Background: an optimization exercise with open tools, aiming at small area, a short achievable clock period and few clock cycles per item. Do not read the settings as production practice.
No functional check of the RTL was part of any run shown here.
Power and IR drop assume default switching activity.

==> design.v <==
`timescale 1ns / 1ps
module collision(clk, rst, data_in_x, data_in_y, data_in_z, collision_detect, done_valid);
  input clk, rst;
  input signed [9:0] data_in_x, data_in_y, data_in_z;
  output reg collision_detect, done_valid;
  localparam [9:0] NEG = 10'h200;
  function lt10(input [9:0] a, input [9:0] b, input pr);
    reg [9:0] aa, bb;
    reg lt, eq, am, bm;
    integer t;
    begin
      aa = {~a[9], a[8:0]};
      bb = {~b[9], b[8:0]};
      lt = 1'b0; eq = 1'b1;
      for (t = 9; t >= 0; t = t - 1) begin
        lt = lt | (eq & ~aa[t] & bb[t]);
        eq = eq & ~(aa[t] ^ bb[t]);
      end
      am = pr & (a == 10'h200);
      bm = pr & (b == 10'h200);
      lt10 = ~am & (bm | lt);
    end
  endfunction
  function lt10t(input [9:0] a, input [9:0] b, input pr);
    reg [9:0] aa, bb;
    reg [9:0] l0, e0;
    reg [4:0] l1, e1;
    reg [2:0] l2, e2;
    reg [1:0] l3, e3;
    reg lt, am, bm;
    integer t;
    begin
      aa = {~a[9], a[8:0]};
      bb = {~b[9], b[8:0]};
      l0 = ~aa & bb;
      e0 = ~(aa ^ bb);
      for (t = 0; t < 5; t = t + 1) begin
        l1[t] = l0[2*t+1] | (e0[2*t+1] & l0[2*t]);
        e1[t] = e0[2*t+1] & e0[2*t];
      end
      l2[0] = l1[1] | (e1[1] & l1[0]); e2[0] = e1[1] & e1[0];
      l2[1] = l1[3] | (e1[3] & l1[2]); e2[1] = e1[3] & e1[2];
      l2[2] = l1[4];                   e2[2] = e1[4];
      l3[0] = l2[1] | (e2[1] & l2[0]); e3[0] = e2[1] & e2[0];
      l3[1] = l2[2];                   e3[1] = e2[2];
      lt = l3[1] | (e3[1] & l3[0]);
      am = pr & (a == 10'h200);
      bm = pr & (b == 10'h200);
      lt10t = ~am & (bm | lt);
    end
  endfunction
  function [11:0] add12(input [11:0] a, input [11:0] b);
    reg [11:0] gg, pp;
    integer t, d;
    begin
      gg = a & b; pp = a ^ b;
      for (d = 1; d < 12; d = d * 2)
        for (t = 11; t >= d; t = t - 1) begin
          gg[t] = gg[t] | (pp[t] & gg[t-d]);
          pp[t] = pp[t] & pp[t-d];
        end
      add12 = (a ^ b) ^ {gg[10:0], 1'b0};
    end
  endfunction
  function [11:0] add12c(input [11:0] a, input [11:0] b, input ci);
    reg [11:0] gg, pp;
    integer t, d;
    begin
      gg = a & b; pp = a ^ b;
      gg[0] = gg[0] | (pp[0] & ci);
      for (d = 1; d < 12; d = d * 2)
        for (t = 11; t >= d; t = t - 1) begin
          gg[t] = gg[t] | (pp[t] & gg[t-d]);
          pp[t] = pp[t] & pp[t-d];
        end
      add12c = (a ^ b) ^ {gg[10:0], ci};
    end
  endfunction
  function [18:0] add19(input [18:0] a, input [18:0] b);
    reg [18:0] gg, pp;
    integer t, d;
    begin
      gg = a & b; pp = a ^ b;
      for (d = 1; d < 19; d = d * 2)
        for (t = 18; t >= d; t = t - 1) begin
          gg[t] = gg[t] | (pp[t] & gg[t-d]);
          pp[t] = pp[t] & pp[t-d];
        end
      add19 = (a ^ b) ^ {gg[17:0], 1'b0};
    end
  endfunction
  function [37:0] csa(input [18:0] a, input [18:0] b, input [18:0] c);
    csa = {a ^ b ^ c, (a & b) | (a & c) | (b & c)};
  endfunction
  reg [29:0] r [0:8];
  reg [3:0] idx;
  reg loading;      
  reg stat_on;      
  integer i;
  always @(posedge clk) begin
    r[0] <= {data_in_z, data_in_y, data_in_x};
    for (i = 1; i < 9; i = i + 1) r[i] <= r[i-1];
  end
  always @(posedge clk) begin
    if (rst) begin
      idx <= 4'd15;
      loading <= 1'b1;
      stat_on <= 1'b0;
    end else begin
      idx <= idx + 4'd1;
      if (idx == 4'd14) loading <= 1'b0;
      stat_on <= loading;
    end
  end
  wire [29:0] r0 = r[0];
  wire [29:0] r8 = r[8];
  reg [9:0] amx [0:2], am2 [0:2], bmx [0:2], bm2 [0:2], smx [0:2], sm2 [0:2];
  reg [2:0] ahs, bhs, shs;
  wire sepx;                  
  reg sepy, sepz, sepyz;       
  genvar g;
  generate for (g = 0; g < 3; g = g + 1) begin : st
    wire [9:0] v = r0[10*g +: 10];
    wire [9:0] u = r8[10*g +: 10];
    wire vn = (v == NEG);
    wire un = (u == NEG);
    wire ne = (u != v);
    wire c_uv, c_mv, c_mu, c_vm, c_um, a_up, a_dn, b_up, b_dn;
    if (g == 0) begin : cmpt
      assign c_uv = lt10t(u, v, 1'b0);
      assign c_mv = lt10t(smx[g], v, 1'b0);
      assign c_mu = lt10t(smx[g], u, 1'b0);
      assign c_vm = ~vn & lt10t(v, sm2[g], 1'b1);
      assign c_um = ~un & lt10t(u, sm2[g], 1'b1);
      assign b_up = lt10t(bmx[g], v, 1'b0);
      assign b_dn = ~vn & lt10t(v, bm2[g], 1'b1);
    end else begin : cmpc
      assign c_uv = lt10(u, v, 1'b0);
      assign c_mv = lt10(smx[g], v, 1'b0);
      assign c_mu = lt10(smx[g], u, 1'b0);
      assign c_vm = ~vn & lt10(v, sm2[g], 1'b1);
      assign c_um = ~un & lt10(u, sm2[g], 1'b1);
      assign b_up = lt10(bmx[g], v, 1'b0);
      assign b_dn = ~vn & lt10(v, bm2[g], 1'b1);
    end
    assign a_up = lt10(amx[g], v, 1'b0);
    assign a_dn = ~vn & lt10(v, am2[g], 1'b1);
    always @(posedge clk) begin
      if (stat_on) begin
        if (idx == 4'd0) begin
          amx[g] <= v; am2[g] <= v; ahs[g] <= vn;
          smx[g] <= v; sm2[g] <= v; shs[g] <= vn;
        end else if (idx < 4'd8) begin
          if (a_up) amx[g] <= v;
          if (a_dn) am2[g] <= v;
          if (vn) ahs[g] <= 1'b1;
        end
        if (idx == 4'd8) begin
          bmx[g] <= v; bm2[g] <= v; bhs[g] <= vn;
        end else if (idx > 4'd8) begin
          if (b_up) bmx[g] <= v;
          if (b_dn) bm2[g] <= v;
          if (vn) bhs[g] <= 1'b1;
          if (ne) begin
            if (c_uv & c_mv) smx[g] <= v;
            else if (!c_uv & c_mu) smx[g] <= u;
            if (c_um & (~c_vm | c_uv)) sm2[g] <= u;
            else if (c_vm) sm2[g] <= v;
            if (un | vn) shs[g] <= 1'b1;
          end
        end
      end
    end
    wire [11:0] amn = ahs[g] ? 12'hE00 : {{2{am2[g][9]}}, am2[g]};
    wire [11:0] bmn = bhs[g] ? 12'hE00 : {{2{bm2[g][9]}}, bm2[g]};
    wire [11:0] smn = shs[g] ? 12'hE00 : {{2{sm2[g][9]}}, sm2[g]};
    wire [11:0] amx12 = {{2{amx[g][9]}}, amx[g]};
    wire [11:0] bmx12 = {{2{bmx[g][9]}}, bmx[g]};
    wire [11:0] smx12 = {{2{smx[g][9]}}, smx[g]};
    if (g == 0) begin : sx
      wire s_on = (idx > 4'd8) & ne;
      wire [9:0] bmx_n = (idx == 4'd8 || b_up) ? v : bmx[g];
      wire [9:0] bm2_n = (idx == 4'd8 || b_dn) ? v : bm2[g];
      wire bhs_n = (idx == 4'd8) ? vn : (bhs[g] | vn);
      wire [9:0] smx_n = (idx == 4'd0 || (s_on & c_uv & c_mv)) ? v : (s_on & !c_uv & c_mu) ? u : smx[g];
      wire [9:0] sm2_n = (idx == 4'd0) ? v : (s_on & c_um & (~c_vm | c_uv)) ? u : (s_on & c_vm) ? v : sm2[g];
      wire shs_n = (idx == 4'd0) ? vn : (shs[g] | (s_on & (un | vn)));
      wire [11:0] rb_n = add12c({{2{bmx_n[9]}}, bmx_n}, ~(bhs_n ? 12'hE00 : {{2{bm2_n[9]}}, bm2_n}), 1'b1);
      wire [11:0] rm_n = add12c({{2{smx_n[9]}}, smx_n}, ~(shs_n ? 12'hE00 : {{2{sm2_n[9]}}, sm2_n}), 1'b1);
      wire [11:0] ra_n = add12c(amx12, ~amn, 1'b1);
      reg [10:0] rax, rbx, rmx;
      always @(posedge clk) begin
        if (stat_on) begin
          if (idx == 4'd8) rax <= ra_n[10:0];
          if (idx >= 4'd8) rbx <= rb_n[10:0];
          if (idx == 4'd0 || idx > 4'd8) rmx <= rm_n[10:0];
        end
      end
      wire [11:0] q0 = {1'b0, rax};
      wire [11:0] q1 = {1'b0, rbx};
      wire [11:0] q2 = ~{1'b0, rmx};
      wire [11:0] ts = q0 ^ q1 ^ q2;
      wire [11:0] tc = {((q0[10:0] & q1[10:0]) | (q0[10:0] & q2[10:0]) | (q1[10:0] & q2[10:0])), 1'b1};
      wire [11:0] dsum = add12c(ts, tc, 1'b0);
      assign sepx = dsum[11];
    end
  end endgenerate
  reg [29:0] ev [0:2], fv [0:2];
  reg [1:0] ph;
  wire [1:0] dk = idx[1:0];
  wire [29:0] rk = (dk == 2'd1) ? r[1] : (dk == 2'd2) ? r[2] : r[3];
  wire [29:0] dd;    
  assign dd[9:0] = r0[9:0] - rk[9:0];
  assign dd[19:10] = r0[19:10] - rk[19:10];
  assign dd[29:20] = r0[29:20] - rk[29:20];
  wire ld_ef = stat_on && (idx[2] == 1'b0) && (dk != 2'd0);
  always @(posedge clk) begin
    ev[0] <= (ld_ef && !idx[3]) ? dd : ev[2];
    ev[1] <= ev[0];
    ev[2] <= ev[1];
    fv[0] <= (ld_ef && idx[3]) ? dd : fv[2];
    fv[1] <= fv[0];
    fv[2] <= fv[1];
    if (rst) ph <= 2'd1;
    else ph <= (ph == 2'd2) ? 2'd0 : ph + 2'd1;
  end
  reg [3:0] xcnt;             
  reg [8:0] need_y, need_z;   
  reg [2:0] fast_use;         
  reg [8:0] big;              
  reg [3:0] st_s;             
  reg [3:0] sn;               
  reg [1:0] sc;               
  function [3:0] low9(input [8:0] m);
    integer t;
    begin
      low9 = 4'd0;
      for (t = 8; t >= 0; t = t - 1) if (m[t]) low9 = t[3:0];
    end
  endfunction
  wire x_go = (xcnt != 4'd0 || (idx == 4'd9 && stat_on)) && xcnt < 4'd9;
  wire [3:0] ny = low9(need_y);
  wire [3:0] nz = low9(need_z);
  reg iss;
  reg [3:0] in_n;
  reg [1:0] in_c;
  always @(*) begin
    iss = 1'b0; in_n = xcnt; in_c = 2'd0;
    if (st_s == 4'd1) begin
      iss = 1'b1; in_n = sn; in_c = sc;
    end else if (st_s == 4'd0) begin
      if (x_go) begin
        iss = 1'b1; in_n = xcnt; in_c = 2'd0;
      end else if (need_y != 9'd0) begin
        iss = 1'b1; in_n = ny; in_c = 2'd1;
      end else if (need_z != 9'd0) begin
        iss = 1'b1; in_n = nz; in_c = 2'd2;
      end
    end
  end
  reg [2:0] sa, sb_, scm;     
  reg v0;
  reg [3:0] n0;
  reg [1:0] c0;
  function [8:0] dec9(input [3:0] n);
    dec9 = 9'd1 << n;
  endfunction
  function [8:0] low1h(input [8:0] m);
    reg [8:0] below;
    integer t;
    begin
      below[0] = 1'b0;
      for (t = 1; t < 9; t = t + 1) below[t] = below[t-1] | m[t-1];
      low1h = m & ~below;
    end
  endfunction
  reg [8:0] m9;
  always @(*) begin
    if (st_s == 4'd1) m9 = dec9(sn);
    else if (x_go) m9 = dec9(xcnt);
    else if (need_y != 9'd0) m9 = low1h(need_y);
    else m9 = low1h(need_z);
  end
  wire [2:0] am = {m9[1] | m9[4] | m9[7], m9[0] | m9[3] | m9[6], m9[2] | m9[5] | m9[8]};
  wire [2:0] bm = {m9[3] | m9[4] | m9[5], m9[0] | m9[1] | m9[2], m9[6] | m9[7] | m9[8]};
  function [2:0] rot3(input [2:0] v, input [1:0] rr);
    case (rr)
      2'd0:    rot3 = {v[1], v[2], v[0]};
      2'd1:    rot3 = {v[2], v[0], v[1]};
      default: rot3 = {v[0], v[1], v[2]};
    endcase
  endfunction
  wire [1:0] re = (ph == 2'd2) ? 2'd0 : ph + 2'd1;
  wire [1:0] rf = (ph == 2'd0) ? 2'd2 : ph - 2'd1;
  always @(posedge clk) begin
    sa <= rot3(am, re);
    sb_ <= rot3(bm, rf);
    scm <= (in_c == 2'd0) ? 3'b001 : (in_c == 2'd1) ? 3'b010 : 3'b100;
    n0 <= in_n; c0 <= in_c;
  end
  wire [29:0] e = ({30{sa[0]}} & ev[0]) | ({30{sa[1]}} & ev[1]) | ({30{sa[2]}} & ev[2]);
  wire [29:0] f = ({30{sb_[0]}} & fv[0]) | ({30{sb_[1]}} & fv[1]) | ({30{sb_[2]}} & fv[2]);
  wire [9:0] s1a = ({10{scm[0]}} & e[19:10]) | ({10{scm[1]}} & e[29:20]) | ({10{scm[2]}} & e[9:0]);
  wire [9:0] s1b = ({10{scm[0]}} & f[29:20]) | ({10{scm[1]}} & f[9:0])   | ({10{scm[2]}} & f[19:10]);
  wire [9:0] s2a = ({10{scm[0]}} & f[19:10]) | ({10{scm[1]}} & f[29:20]) | ({10{scm[2]}} & f[9:0]);
  wire [9:0] s2b = ({10{scm[0]}} & e[29:20]) | ({10{scm[1]}} & e[9:0])   | ({10{scm[2]}} & e[19:10]);
  reg [9:0] o1a, o2a;
  integer bi;
  wire [4:0] bl1 = {s1b[7], s1b[5], s1b[3], s1b[1], 1'b0};
  wire [4:0] bl2 = {s2b[7], s2b[5], s2b[3], s2b[1], 1'b0};
  reg [4:0] d1one, d1two, d1neg, d2one, d2two, d2neg;    
  reg [18:0] ks, kc;
  reg v1, v2;
  reg [3:0] n1, n2;
  reg [1:0] c1, c2;
  localparam [18:0] KB = 19'd350208;
  wire [18:0] B [0:10];
  wire [4:0] ng1, ng2;
  genvar gm, gi;
  generate
    for (gm = 0; gm < 5; gm = gm + 1) begin : bo
      wire one1 = d1one[gm], two1 = d1two[gm];
      wire one2 = d2one[gm], two2 = d2two[gm];
      assign ng1[gm] = d1neg[gm];
      assign ng2[gm] = d2neg[gm];
      wire [10:0] ae = {o1a[9], o1a};
      wire [10:0] ce = {o2a[9], o2a};
      wire [10:0] x1, x2;
      for (gi = 0; gi < 11; gi = gi + 1) begin : bb
        wire m1, m2;
        if (gi == 0) begin : b0
          assign m1 = one1 & ae[0];
          assign m2 = one2 & ce[0];
        end else begin : bn
          assign m1 = (one1 & ae[gi]) | (two1 & ae[gi-1]);
          assign m2 = (one2 & ce[gi]) | (two2 & ce[gi-1]);
        end
        if (gi == 10) begin : top
          assign x1[gi] = ~(m1 ^ ng1[gm]);
          assign x2[gi] = ~(m2 ^ ng2[gm]);
        end else begin : low
          assign x1[gi] = m1 ^ ng1[gm];
          assign x2[gi] = m2 ^ ng2[gm];
        end
      end
      wire [28:0] w1 = {18'd0, x1} << (2*gm);
      wire [28:0] w2 = {18'd0, x2} << (2*gm);
      if (gm == 0) begin : r0
        assign B[0] = w1[18:0];
        assign B[1] = w2[18:0];
      end else begin : rn
        wire [28:0] c1_ = {28'd0, ng1[gm-1]} << (2*gm-2);
        wire [28:0] c2_ = {28'd0, ng2[gm-1]} << (2*gm-2);
        assign B[2*gm] = w1[18:0] | c1_[18:0];
        assign B[2*gm+1] = w2[18:0] | c2_[18:0];
      end
    end
  endgenerate
  assign B[10] = KB | {9'd0, ng1[4] & ng2[4], ng1[4] ^ ng2[4], 8'd0};
  wire [18:0] L1 [0:7];
  wire [18:0] L2 [0:5];
  wire [18:0] L3 [0:3];
  wire [18:0] L4 [0:2];
  wire [18:0] L5 [0:1];
  generate
    for (gi = 0; gi < 3; gi = gi + 1) begin : c1l
      wire [37:0] x = csa(B[3*gi], B[3*gi+1], B[3*gi+2]);
      assign L1[2*gi] = x[37:19];
      assign L1[2*gi+1] = {x[17:0], 1'b0};
    end
    assign L1[6] = B[9];
    assign L1[7] = B[10];
    for (gi = 0; gi < 2; gi = gi + 1) begin : c2l
      wire [37:0] x = csa(L1[3*gi], L1[3*gi+1], L1[3*gi+2]);
      assign L2[2*gi] = x[37:19];
      assign L2[2*gi+1] = {x[17:0], 1'b0};
    end
    assign L2[4] = L1[6];
    assign L2[5] = L1[7];
    for (gi = 0; gi < 2; gi = gi + 1) begin : c3l
      wire [37:0] x = csa(L2[3*gi], L2[3*gi+1], L2[3*gi+2]);
      assign L3[2*gi] = x[37:19];
      assign L3[2*gi+1] = {x[17:0], 1'b0};
    end
    begin : c4l
      wire [37:0] x = csa(L3[0], L3[1], L3[2]);
      assign L4[0] = x[37:19];
      assign L4[1] = {x[17:0], 1'b0};
      assign L4[2] = L3[3];
    end
    begin : c5l
      wire [37:0] x = csa(L4[0], L4[1], L4[2]);
      assign L5[0] = x[37:19];
      assign L5[1] = {x[17:0], 1'b0};
    end
  endgenerate
  always @(posedge clk) begin
    o1a <= s1a; o2a <= s2a;
    for (bi = 0; bi < 5; bi = bi + 1) begin
      d1one[bi] <= s1b[2*bi] ^ bl1[bi];
      d1two[bi] <= (s1b[2*bi+1] & ~s1b[2*bi] & ~bl1[bi]) | (~s1b[2*bi+1] & s1b[2*bi] & bl1[bi]);
      d1neg[bi] <= s1b[2*bi+1];
      d2one[bi] <= s2b[2*bi] ^ bl2[bi];
      d2two[bi] <= (s2b[2*bi+1] & ~s2b[2*bi] & ~bl2[bi]) | (~s2b[2*bi+1] & s2b[2*bi] & bl2[bi]);
      d2neg[bi] <= ~s2b[2*bi+1];
    end
    n1 <= n0; c1 <= c0;
    ks <= L5[0];
    kc <= L5[1];
    n2 <= n1; c2 <= c1;
  end
  wire [18:0] k = add19(ks, kc);
  wire kz = (k == 19'd0);
  wire kfast = (k[18:16] == 3'b000) || (k[18:16] == 3'b111);
  reg statfin, statfin2, sepx_r, finished, sepany_r, cdone_r;
  wire sepany = (statfin2 && sepx_r && fast_use[0]) || (sepyz && ((sepy && fast_use[1]) || (sepz && fast_use[2])));
  wire cross_done = (xcnt == 4'd9) && need_y == 9'd0 && need_z == 9'd0 && !v0 && !v1 && !v2;
  reg kneg;                   
  function [9:0] sel3(input [1:0] c, input [29:0] a);
    sel3 = (c == 2'd0) ? a[9:0] : (c == 2'd1) ? a[19:10] : a[29:20];
  endfunction
  reg [2:0] yz;
  wire [1:0] cs = (st_s == 4'd0) ? ((yz < 3'd3) ? 2'd1 : 2'd2) : sc;
  wire kng = kneg & (st_s != 4'd0);
  wire [2:0] hsel = {shs[cs], bhs[cs], ahs[cs]};
  wire [9:0] xa = (kng & hsel[0]) ? NEG : sel3(cs, {amx[2], amx[1], amx[0]});
  wire [9:0] xb = (kng & hsel[1]) ? NEG : sel3(cs, {bmx[2], bmx[1], bmx[0]});
  wire [9:0] xc = (kng & hsel[2]) ? NEG : sel3(cs, {smx[2], smx[1], smx[0]});
  wire [9:0] na_ = (~kng & hsel[0]) ? NEG : sel3(cs, {am2[2], am2[1], am2[0]});
  wire [9:0] nb_ = (~kng & hsel[1]) ? NEG : sel3(cs, {bm2[2], bm2[1], bm2[0]});
  wire [9:0] nc_ = (~kng & hsel[2]) ? NEG : sel3(cs, {sm2[2], sm2[1], sm2[0]});
  wire [11:0] xa12 = {{2{xa[9]}}, xa};
  wire [11:0] xb12 = {{2{xb[9]}}, xb};
  wire [11:0] xc12 = {{2{xc[9]}}, xc};
  wire [11:0] na12 = {{2{na_[9]}}, na_};
  wire [11:0] nb12 = {{2{nb_[9]}}, nb_};
  wire [11:0] nc12 = {{2{nc_[9]}}, nc_};
  reg [18:0] sh;
  reg neg, seen, lt;
  reg [4:0] bc;
  reg [11:0] xr, yr;
  reg [12:0] acca, accb;
  wire sb = (bc < 5'd19) && (neg ? (sh[0] ^ seen) : sh[0]);
  wire [12:0] na = acca + (sb ? {1'b0, xr} : 13'd0);
  wire [12:0] nb = accb + (sb ? {1'b0, yr} : 13'd0);
  always @(posedge clk) begin
    v0 <= iss;
    v1 <= v0;
    v2 <= v1;
    sepany_r <= sepany;
    sepx_r <= sepx;
    cdone_r <= cross_done;
    if (rst) begin
      xcnt <= 4'd0; need_y <= 9'd0; need_z <= 9'd0; fast_use <= 3'd0; big <= 9'd0;
      v0 <= 1'b0; v1 <= 1'b0; v2 <= 1'b0; statfin <= 1'b0; statfin2 <= 1'b0; finished <= 1'b0;
      done_valid <= 1'b0; collision_detect <= 1'b0; st_s <= 4'd0;
      sepany_r <= 1'b0; cdone_r <= 1'b0; yz <= 3'd1; sepyz <= 1'b0;
    end else begin
      done_valid <= 1'b0;
      if (done_valid) finished <= 1'b1;
      if (ld_ef && dd[9:0] != 10'd0 && !(idx[3] && dk == 2'd1)) fast_use[0] <= 1'b1;
      if (st_s == 4'd0) begin
        if (x_go) xcnt <= xcnt + 4'd1;
        else if (need_y != 9'd0) need_y[ny] <= 1'b0;
        else if (need_z != 9'd0) need_z[nz] <= 1'b0;
      end
      if (v2 && st_s == 4'd0) begin
        if (kz) begin
          if (c2 == 2'd0) need_y[n2] <= 1'b1;
          else if (c2 == 2'd1) need_z[n2] <= 1'b1;
        end else if (kfast) fast_use[c2] <= 1'b1;
        else big[n2] <= 1'b1;
      end
      if (idx == 4'd15 && stat_on) statfin <= 1'b1;
      statfin2 <= statfin;
      case (st_s)
        4'd0: begin
          if (statfin && !sepyz) begin
            if (yz == 3'd1 || yz == 3'd3) begin
              xr <= add12c(xa12, ~na12, 1'b1);
              yr <= add12c(xc12, ~nc12, 1'b1);
              acca <= {1'b0, add12c(xb12, ~nb12, 1'b1)};
            end else begin
              xr <= add12c(xr, acca[11:0], 1'b0);
            end
            if (yz == 3'd3) sepy <= (xr < yr);
            if (yz == 3'd5) begin
              sepz <= (xr < yr);
              sepyz <= 1'b1;
            end
            yz <= yz + 3'd1;
          end
          collision_detect <= !sepany;
          if (!finished && !done_valid && (sepany || (sepyz && cross_done && big == 9'd0)))
            done_valid <= 1'b1;
          if (!finished && !done_valid && cdone_r && !sepany_r && big != 9'd0) begin
            st_s <= 4'd1; sn <= low9(big); sc <= 2'd0;
          end
        end
        4'd1: st_s <= 4'd2;                      
        4'd2: st_s <= 4'd3;                      
        4'd3: st_s <= 4'd4;                      
        4'd4: begin                              
          if (kz) begin
            sc <= sc + 2'd1; st_s <= 4'd1;
          end else begin
            sh <= k; neg <= k[18]; kneg <= (k == 19'h40000); st_s <= 4'd5;
          end
        end
        4'd5: begin                              
          xr <= add12c(xa12, ~na12, 1'b1);
          yr <= add12c(xc12, ~nc12, 1'b1);
          acca <= {1'b0, add12c(xb12, ~nb12, 1'b1)};
          st_s <= 4'd6;
        end
        4'd6: begin
          xr <= add12c(xr, acca[11:0], 1'b0);
          acca <= 13'd0; accb <= 13'd0; bc <= 5'd0; seen <= 1'b0; lt <= 1'b0;
          st_s <= 4'd7;
        end
        4'd7: begin                              
          acca <= na >> 1;
          accb <= nb >> 1;
          sh <= sh >> 1;
          seen <= seen | sh[0];
          if (na[0] != nb[0]) lt <= (bc == 5'd27) ? na[0] : nb[0];
          bc <= bc + 5'd1;
          if (bc == 5'd27) st_s <= 4'd8;
        end
        4'd8: begin
          if (lt) begin
            done_valid <= 1'b1; collision_detect <= 1'b0; st_s <= 4'd10;
          end else begin
            big[sn] <= 1'b0;
            st_s <= 4'd9;
          end
        end
        4'd9: begin
          if (big == 9'd0) begin
            done_valid <= 1'b1; collision_detect <= 1'b1; st_s <= 4'd10;
          end else begin
            st_s <= 4'd1; sn <= low9(big); sc <= 2'd0;
          end
        end
        default: ;
      endcase
    end
  end
endmodule
==> flow/run.sh <==
#!/bin/bash
set -o pipefail
bash standard.sh SETUP_SLACK_MARGIN=6 finish > flow_make.log 2>&1
==> standard.sh <==
#!/bin/bash
# synth_recipe.tcl (not shown) runs the flow's synth.tcl, then flattens the netlist and writes it again
# the make line also repeats each setting of config.mk as NAME=value (left out here)
make -C /OpenROAD-flow-scripts/flow DESIGN_CONFIG=/design/flow/config.mk WORK_HOME=/design/flow/orfs CLKGATE_MAP_FILE= SYNTH_SCRIPT=/design/flow/synth_recipe.tcl "${@:-finish}"
==> config.mk <==
export PLATFORM = sky130hd
export DESIGN_NAME = collision
export DESIGN_NICKNAME = collision
export VERILOG_FILES = /design/flow/design.v
export SDC_FILE = /design/flow/constraint.sdc
export NUM_CORES = 4
export LEC_CHECK = 0
export CAP_MARGIN = 20
export CORE_MARGIN = 2
export CORE_UTILIZATION = 40
export CTS_CLUSTER_DIAMETER = 80
export CTS_CLUSTER_SIZE = 22
export SLEW_MARGIN = 20
==> constraint.sdc <==
create_clock -name core_clock -period 10.0 [get_ports {clk}]
set_input_delay 2.0000 -clock core_clock [delete_from_list [all_inputs] [get_ports {clk}]]
set_output_delay 2.0000 -clock core_clock [all_outputs]
set_load 0.01 [all_outputs]
==> flow_summary.json, run 1 <==
{
  "die_y_microns": 353,
  "powerDensity_nw_per_um2": 376,
  "rows": 127,
  "ant_nets": 0,
  "met1_usage": 0.313,
  "yosysWarnings": 10,
  "grt_util_all_layers": 0.222,
  "synth.top_cell.area_share": 0.256,
  "irDropWorstVdd_v": 0.000642,
  "routed-via-count": 37300,
  "start_util": 0.404,
  "overflow": 0,
  "synthesis.nets": 5396,
  "critical_path_required_ps": 10470,
  "cts_inserted_buffers": 55,
  "min_period_over_period": 0.417,
  "wl_microns": 142000,
  "synth_cell_types": 109,
  "cts.sinks": 928,
  "yosys.area.top_type": "dfxtp_1",
  "grt_pass1_wl_microns": 217000,
  "grt_max_degree": 61,
  "core_sq_um": 120000,
  "critical-path-max-stage-delay_ps": 450,
  "cp_common_cell": "o21ai_2",
  "crit_chain": "inv_2 -> ha_4 -> o211ai_1 -> nor2_2 -> o31ai_4 -> a31o_2 -> o211ai_1 -> buf_2 -> o21ai_2 -> or3_1 -> ha_1 -> nor2b_1 -> o21ai_1 -> a21boi_2 -> o21ai_2 -> a21oi_2 -> o21ai_2 -> mux2i_1 -> nand2_1",
  "avgSynthCellArea_sq_um": 9.83,
  "wl_per_cell_microns": 21.4,
  "r2r_cells": 19,
  "drt-pass1-iter-count": 6,
  "port_buffers": 33,
  "cts_buffer_depth": 3,
  "outcome": "finished clean",
  "synth_area_leaders": "dfxtp_1 (26%), edfxtp_1 (19%), ha_1 (8.1%)",
  "clk_latency_ps": 720,
  "seq_area_frac_synth": 0.445,
  "end_kind": "flip-flop",
  "rr_endpoint": "st[0].sx.rmx[9]$_DFFE_PP_",
  "hp-class": "flip-flop to flip-flop",
  "grt_pass1_vias": 35900,
  "busiest_layer": "met2",
  "timing.final.crit_period_ps": 4170,
  "dp_hpwl_microns": 101000,
  "place_inst": 6392,
  "cts_max_level": 2,
  "routabilityCongestion": 0.925,
  "rr_startpoint": "sm2[0][9]$_DFFE_PP_",
  "via_per_inst": 5.61,
  "ys.flop_type": "dfxtp_1",
  "die_w_microns": 353,
  "drt_iter0_markers": 3327,
  "tightest_slew_ps": 1070,
  "synth-seq-cells": 928,
  "min-delay-start": "r[5][7]$_DFF_P_",
  "clkTransAtPathRegs_ps": 100,
  "final_nets": 5442,
  "leakagePower_nw": 21.8,
  "holdPathEnd": "r[6][7]$_DFF_P_",
  "finClkSkew_ps": 38.5,
  "fin_cells": 6641,
  "drc_errors": 0,
  "globalRouteMet3Util": 0.0265,
  "finalSetupViolCount": 0,
  "crit_fanout": 4,
  "crit_type": "flip-flop to flip-flop",
  "crit_arrival_ps": 4630,
  "rsz0062_at_grt": "true",
  "hold_depth": 0,
  "layout-drive-gt1-share": 0.119,
  "root_buffer": "clkbuf_16",
  "syn_inst": 4946,
  "hold_viol": 0,
  "cap_violations": 0,
  "slew_headroom": 0.285,
  "finalSetupTns_ps": 0,
  "syn-cell-area_sq_um": 48600,
  "io_pins": 34,
  "area_delta_synth_final_pct": 12.1,
  "dieArea_sq_um": 124000,
  "antenna_found_initial": 2,
  "met2_usage": 0.349,
  "synth-edff-count": 306,
  "tritoncts": "yes",
  "final_common_cell": "dfxtp_1",
  "crit_path_start_kind": "flip-flop",
  "final-max-slew-violation-count": 0,
  "final_cell_mix": "dfxtp_1 (575), nand2_1 (557), inv_1 (375), edfxtp_1 (306), ha_1 (296)",
  "max_freq_ghz": 0.240,
  "ys_async_sr_fraction": 0,
  "r2r_slack_ps": 5830,
  "slowest_stage": "edfxtp_1"
}
final cells by class:
| type | count | area, sq um |
|---|---|---|
| Sequential cell | 928 | 21700 |
| Multi-Input combinational cell | 3370 | 25400 |
| Tap cell | 1612 | 2020 |
| Inverter | 396 | 1520 |
| Clock buffer | 73 | 1500 |
| Fill cell | 11500 | 65800 |
| Clock inverter | 20 | 279 |
| Antenna cell | 1 | 2.50 |
| Timing Repair Buffer | 241 | 2080 |
per-stage QoR:
| stage | hold WS [ps] | utilization | total power [mW] | setup WS, ps | area [sq um] |
|---|---|---|---|---|---|
| after floorplan | 310 | - | 13.5 | 5970 | 48700 |
| after global placement | 310 | 0.419 | 16.8 | 4410 | 50400 |
| after detailed placement | 312 | 0.419 | 16.9 | 4360 | 50400 |
| after CTS | 311 | 0.444 | 19.9 | 5870 | 53400 |
| after global routing | 326 | 0.453 | 22.3 | 5710 | 54500 |
| final | 314 | 0.453 | 20.5 | 5830 | 54500 |
cells by family (layout without fill, tap and decap cells):
logic type / Yosys count / count (layout) / synth area share
AND/OR/NAND/NOR: 1377 / 1380 / 0.132
AO/OA/AOI/OAI: 1199 / 1199 / 0.175
flip-flops: 928 / 928 / 0.445
buffers and inverters: 651 / 730 / 0.0530
adder cells (fa/ha/maj): 468 / 468 / 0.134
XOR/XNOR: 251 / 251 / 0.0455
multiplexers: 72 / 72 / 0.0152
other: 0 / 1 / 0
report_power, final:
group / total, mW / switching [mW] / internal (mW)
Combinational: 11.9 / 6.72 / 5.14
Clock: 2.49 / 1.36 / 1.12
Sequential: 6.13 / 0.937 / 5.19
sequential cells by signal (all words and copies together) (netlist names), 19 cells and up:
name	cells
r	270
bm2	30
fv	90
sh	19
amx	30
smx	30
ev	90
ks	19
bmx	30
am2	30
sm2	30
synth_stat cells (all sizes together) (37+ instances only):
cell,count
dfxtp,622
nand2,565
inv,390
ha,315
nor2,307
edfxtp,306
o21ai,228
clkbuf,192
a21oi,187
a22oi,168
xnor2,149
fa,103
xor2,102
nor3,100
nand3,72
nor2b,69
nand2b,65
buf,63
mux2i,59
a31oi,54
a21o,51
maj3,50
o31ai,43
nor4,37
worst max path at each step:
stage,to,from,slack [ps],cells after the start
2_1_floorplan,acca[8]$_DFFE_PP_,st_s[1]$_SDFFE_PP0P_,5970,20
3_3_place_gp,yr[10]$_DFFE_PP_,st_s[1]$_SDFFE_PP0P_,4410,18
3_5_place_dp,yr[10]$_DFFE_PP_,st_s[1]$_SDFFE_PP0P_,4360,18
4_1_cts,acca[8]$_DFFE_PP_,st_s[1]$_SDFFE_PP0P_,5870,19
5_1_grt,st[0].sx.rmx[10]$_DFFE_PP_,sm2[0][8]$_DFFE_PP_,5710,19
6_report,st[0].sx.rmx[9]$_DFFE_PP_,sm2[0][9]$_DFFE_PP_,5830,19
worst max-delay path: cells and delay by family (launching register included):
family	cells	cell delay (ps)
muxes	1	260
and+or+nand+nor	4	740
buffers and inverters	2	330
DFF	1	450
AOI/OAI and AO/OA	10	1530
adders and majority gates	2	590
repair_timing:
item,CTS,global route
hold buffers,0,0
setup buffers,89,55
pin swaps,37,85
gates cloned,7,2
setup endpoints to repair,81,93
resized for setup,123,160
per-layer routing:
layer  vias up  wire length, microns
met3       236                  9130
met1     18000                 64400
met2      1311                 63200
li1      17700                     -
met4         0                  5100
met5         -                     0
==> run 2, diff against run 1 <==
==> flow/run.sh (replaced) <==
#!/bin/bash
set -o pipefail
bash standard.sh SETUP_SLACK_MARGIN=6.4 finish > flow_make.log 2>&1
==> flow_summary.json, run 2 <==
{
  "clkTransAtPathRegs_ps": 100,
  "slew_headroom": 0.249,
  "wl_microns": 147000,
  "clk_latency_ps": 690,
  "ys_async_sr_fraction": 0,
  "rows": 127,
  "timing.final.crit_period_ps": 4180,
  "r2r_cells": 19,
  "p_int_mw": 12.0,
  "tritoncts": "yes",
  "final_nets": 5523,
  "synth.top_cell.area_share": 0.256,
  "powerDensity_nw_per_um2": 379,
  "cts.sinks": 928,
  "final-max-slew-violation-count": 0,
  "hp-class": "flip-flop to flip-flop",
  "cap_violations": 0,
  "crit_fanout": 5,
  "rr_endpoint": "st[0].sx.rmx[10]$_DFFE_PP_",
  "root_buffer": "clkbuf_16",
  "start_util": 0.404,
  "synth-seq-cells": 928,
  "r2r_slack_ps": 5820,
  "diodes": 0,
  "synth_cell_types": 109,
  "area_delta_synth_final_pct": 15.7,
  "drc_errors": 0,
  "synth_area_leaders": "dfxtp_1 (26%), edfxtp_1 (19%), ha_1 (8.1%)",
  "synthesis.nets": 5396,
  "leakagePower_nw": 22.5,
  "worstSetupEndpoint": "st[0].sx.rmx[10]$_DFFE_PP_",
  "post-route-util": 0.467,
  "grt_max_degree": 59,
  "crit_start": "sm2[0][7]$_DFFE_PP_",
  "grt_pass1_wl_microns": 220000,
  "p_switching_mw": 9.32,
  "cts_max_level": 2,
  "routed-via-count": 37900,
  "final_common_cell": "nand2_1",
  "largestRegisters": "r: 270 flops, ev: 90 flops, fv: 90 flops",
  "yosysMostFrequentCell": "dfxtp_1",
  "seq_area_frac_synth": 0.445,
  "grt_util_all_layers": 0.226,
  "end_kind": "flip-flop",
  "drt_iter0_markers": 3797,
  "synth_common_cells": "dfxtp_1 (622), nand2_1 (563), inv_1 (388)",
  "crit_arrival_ps": 4630,
  "finalSetupTns_ps": 0,
  "drt-pass1-iter-count": 9,
  "p_seq_frac": 0.290,
  "wl_per_cell_microns": 21.9,
  "combPwrFrac": 0.597,
  "final_cell_mix": "nand2_1 (554), dfxtp_1 (551), inv_1 (366), edfxtp_1 (306), nor2_1 (289)",
  "core_sq_um": 120000,
  "port_buffers": 33,
  "p_clk_frac": 0.113,
  "finClkSkew_ps": 35.9,
  "yosysWarnings": 10,
  "cts_inserted_buffers": 53,
  "ant_nets": 0,
  "yosys.area.top_type": "dfxtp_1",
  "tightest_slew_ps": 1130,
  "critical_path_required_ps": 10450,
  "netSwitchingFraction": 0.438,
  "routabilityCongestion": 0.900,
  "antenna_found_initial": 4,
  "hold_ws_ps": 319,
  "dieArea_sq_um": 124000,
  "crit_path_start_kind": "flip-flop",
  "cts_buffer_depth": 3,
  "io_pins": 34,
  "regMostFlops": "r",
  "layout-drive-gt1-share": 0.162,
  "outcome": "finished clean",
  "dp_hpwl_microns": 102000,
  "min_period_over_period": 0.418,
  "syn-cell-area_sq_um": 48600,
  "rr_startpoint": "sm2[0][7]$_DFFE_PP_",
  "grt_pass1_vias": 36200,
  "largest_reg_flops": 270,
  "via_per_inst": 5.64,
  "die_w_microns": 353,
  "finalSetupViolCount": 0,
  "synth-edff-count": 306,
  "rsz0062_at_grt": "true",
  "nFillCells": 11200,
  "syn_inst": 4946,
  "max_freq_ghz": 0.239,
  "crit_type": "flip-flop to flip-flop",
  "overflow": 0,
  "irDropWorstVdd_v": 0.000559,
  "hold_viol": 0,
  "die_y_microns": 353,
  "ys.flop_type": "dfxtp_1",
  "avgSynthCellArea_sq_um": 9.83
}
run 2: cell counts after synthesis:
No cell type changed its count.
run 2: area by class of cell:
type | count | area, sq um | area share
Inverter | 396 | 1530 | 0.0273
Tap cell | 1612 | 2020 | 0.0359
Clock buffer | 70 | 1400 | 0.0249
Clock inverter | 22 | 262 | 0.00465
Sequential cell | 928 | 21900 | 0.389
Multi-Input combinational cell | 3372 | 26200 | 0.466
Timing Repair Buffer | 322 | 2910 | 0.0518
run 2: stage by stage:
stage          total power, mW  setup slack (ps)  std cells  cell area, sq um
6_report                  21.3              5820       6722             56200
5_1_grt                   23.1              5640       6722             56200
4_1_cts                   20.4              5860       6622             54200
3_5_place_dp              16.9              4380       6392             50600
3_3_place_gp              16.8              4460       6391             50500
2_1_floorplan             13.6              5970       4946             48900
run 2: power groups by stage:
stage	clock network, mW	logic [mW]	registers (mW)
global route	2.59	14.2	6.25
floorplan	0	7.99	5.60
detailed placement	0	10.7	6.20
global placement	0	10.6	6.19
CTS	2.47	11.8	6.13
finish	2.41	12.7	6.16
run 2: how the worst min path moves through the flow:
| stage | from | to | slack (ps) | cells after the start |
|---|---|---|---|---|
| 6_report | r[6][3]$_DFF_P_ | r[7][3]$_DFF_P_ | 320 | 0 |
| 5_1_grt | r[6][3]$_DFF_P_ | r[7][3]$_DFF_P_ | 320 | 0 |
| 4_1_cts | r[6][3]$_DFF_P_ | r[7][3]$_DFF_P_ | 320 | 0 |
| 3_5_place_dp | c0[1]$_DFF_P_ | c1[1]$_DFF_P_ | 310 | 0 |
| 3_3_place_gp | c0[0]$_DFF_P_ | c1[0]$_DFF_P_ | 310 | 0 |
| 2_1_floorplan | c0[0]$_DFF_P_ | c1[0]$_DFF_P_ | 310 | 0 |
run 2: critical path, stage by stage (launching register included):
cell and delay [ps]:
edfxtp_1 550, ha_4 340, o21ai_2 40, o21ai_1 140, o211ai_1 170, a31o_2 300, o211ai_1 290, buf_6 180
o31a_1 220, a31oi_4 130, ha_4 190, fa_2 400, nor2b_2 130, o21ai_2 70, a21boi_2 160, o21ai_2 80
a21boi_2 140, o21a_1 140, nor2_2 50, o221a_2 220
run 2: cell families after synthesis:
kind of cell               after synthesis  share of synthesized area
AOI/OAI and AO/OA                     1199                      0.175
xor gates and xnor gates               251                     0.0455
adders and majority gates              468                      0.134
buffers and inverters                  651                     0.0530
DFF                                    928                      0.445
muxes                                   72                     0.0152
and+or+nand+nor                       1377                      0.132
run 2: metal layers:
layer | wire length, microns | part of all wire | global-route usage | up-vias
met4 | 5930 | 0.040 | 0.0856 | 4
li1 | - | - | - | 17900
met1 | 66600 | 0.45 | 0.320 | 18400
met2 | 65100 | 0.44 | 0.351 | 1320
met5 | 24 | 0.00016 | 0 | -
met3 | 9660 | 0.066 | 0.0312 | 293
run 2: what timing repair did:
action                                  4_1_cts  5_1_grt
pin swaps                                    81      167
endpoints found under the setup margin      199      179
buffers inserted                            126       95
hold buffers                                  0        0
resized for setup                           232      280
cloned                                       12        4
hold endpoints to repair                      0        0

separate check: timing with driven ports:
Ports are ideal in the flow. The routed layouts listed here were re-timed in OpenROAD. Step 1 sets driving cells, clkbuf_16 on the clock port and buf_2 on the other inputs (assumed; they add their load-dependent delay and slew). Step 2 times the ports against the registers' clock, not the clock port: input delays grow and output delays shrink by t, the midpoint of the rising clock arrivals with the driver on. Slacks: ideal ports / drivers / drivers and shift; pairs: ideal ports / drivers.
run	shift t [ns]	slack for setup (ns)	worst hold slack (ns)	clock arrival spread, ns	slew at the worst register clock pin (ns)
run 1	0.762	5.833 / 5.833 / 5.833	0.314 / 0.314 / 0.314	0.054 / 0.053	0.10 / 0.10
run 2	0.738	5.823 / 5.823 / 5.823	0.319 / 0.319 / 0.319	0.039 / 0.038	0.10 / 0.10
After both steps setup and hold are still met in every run listed.
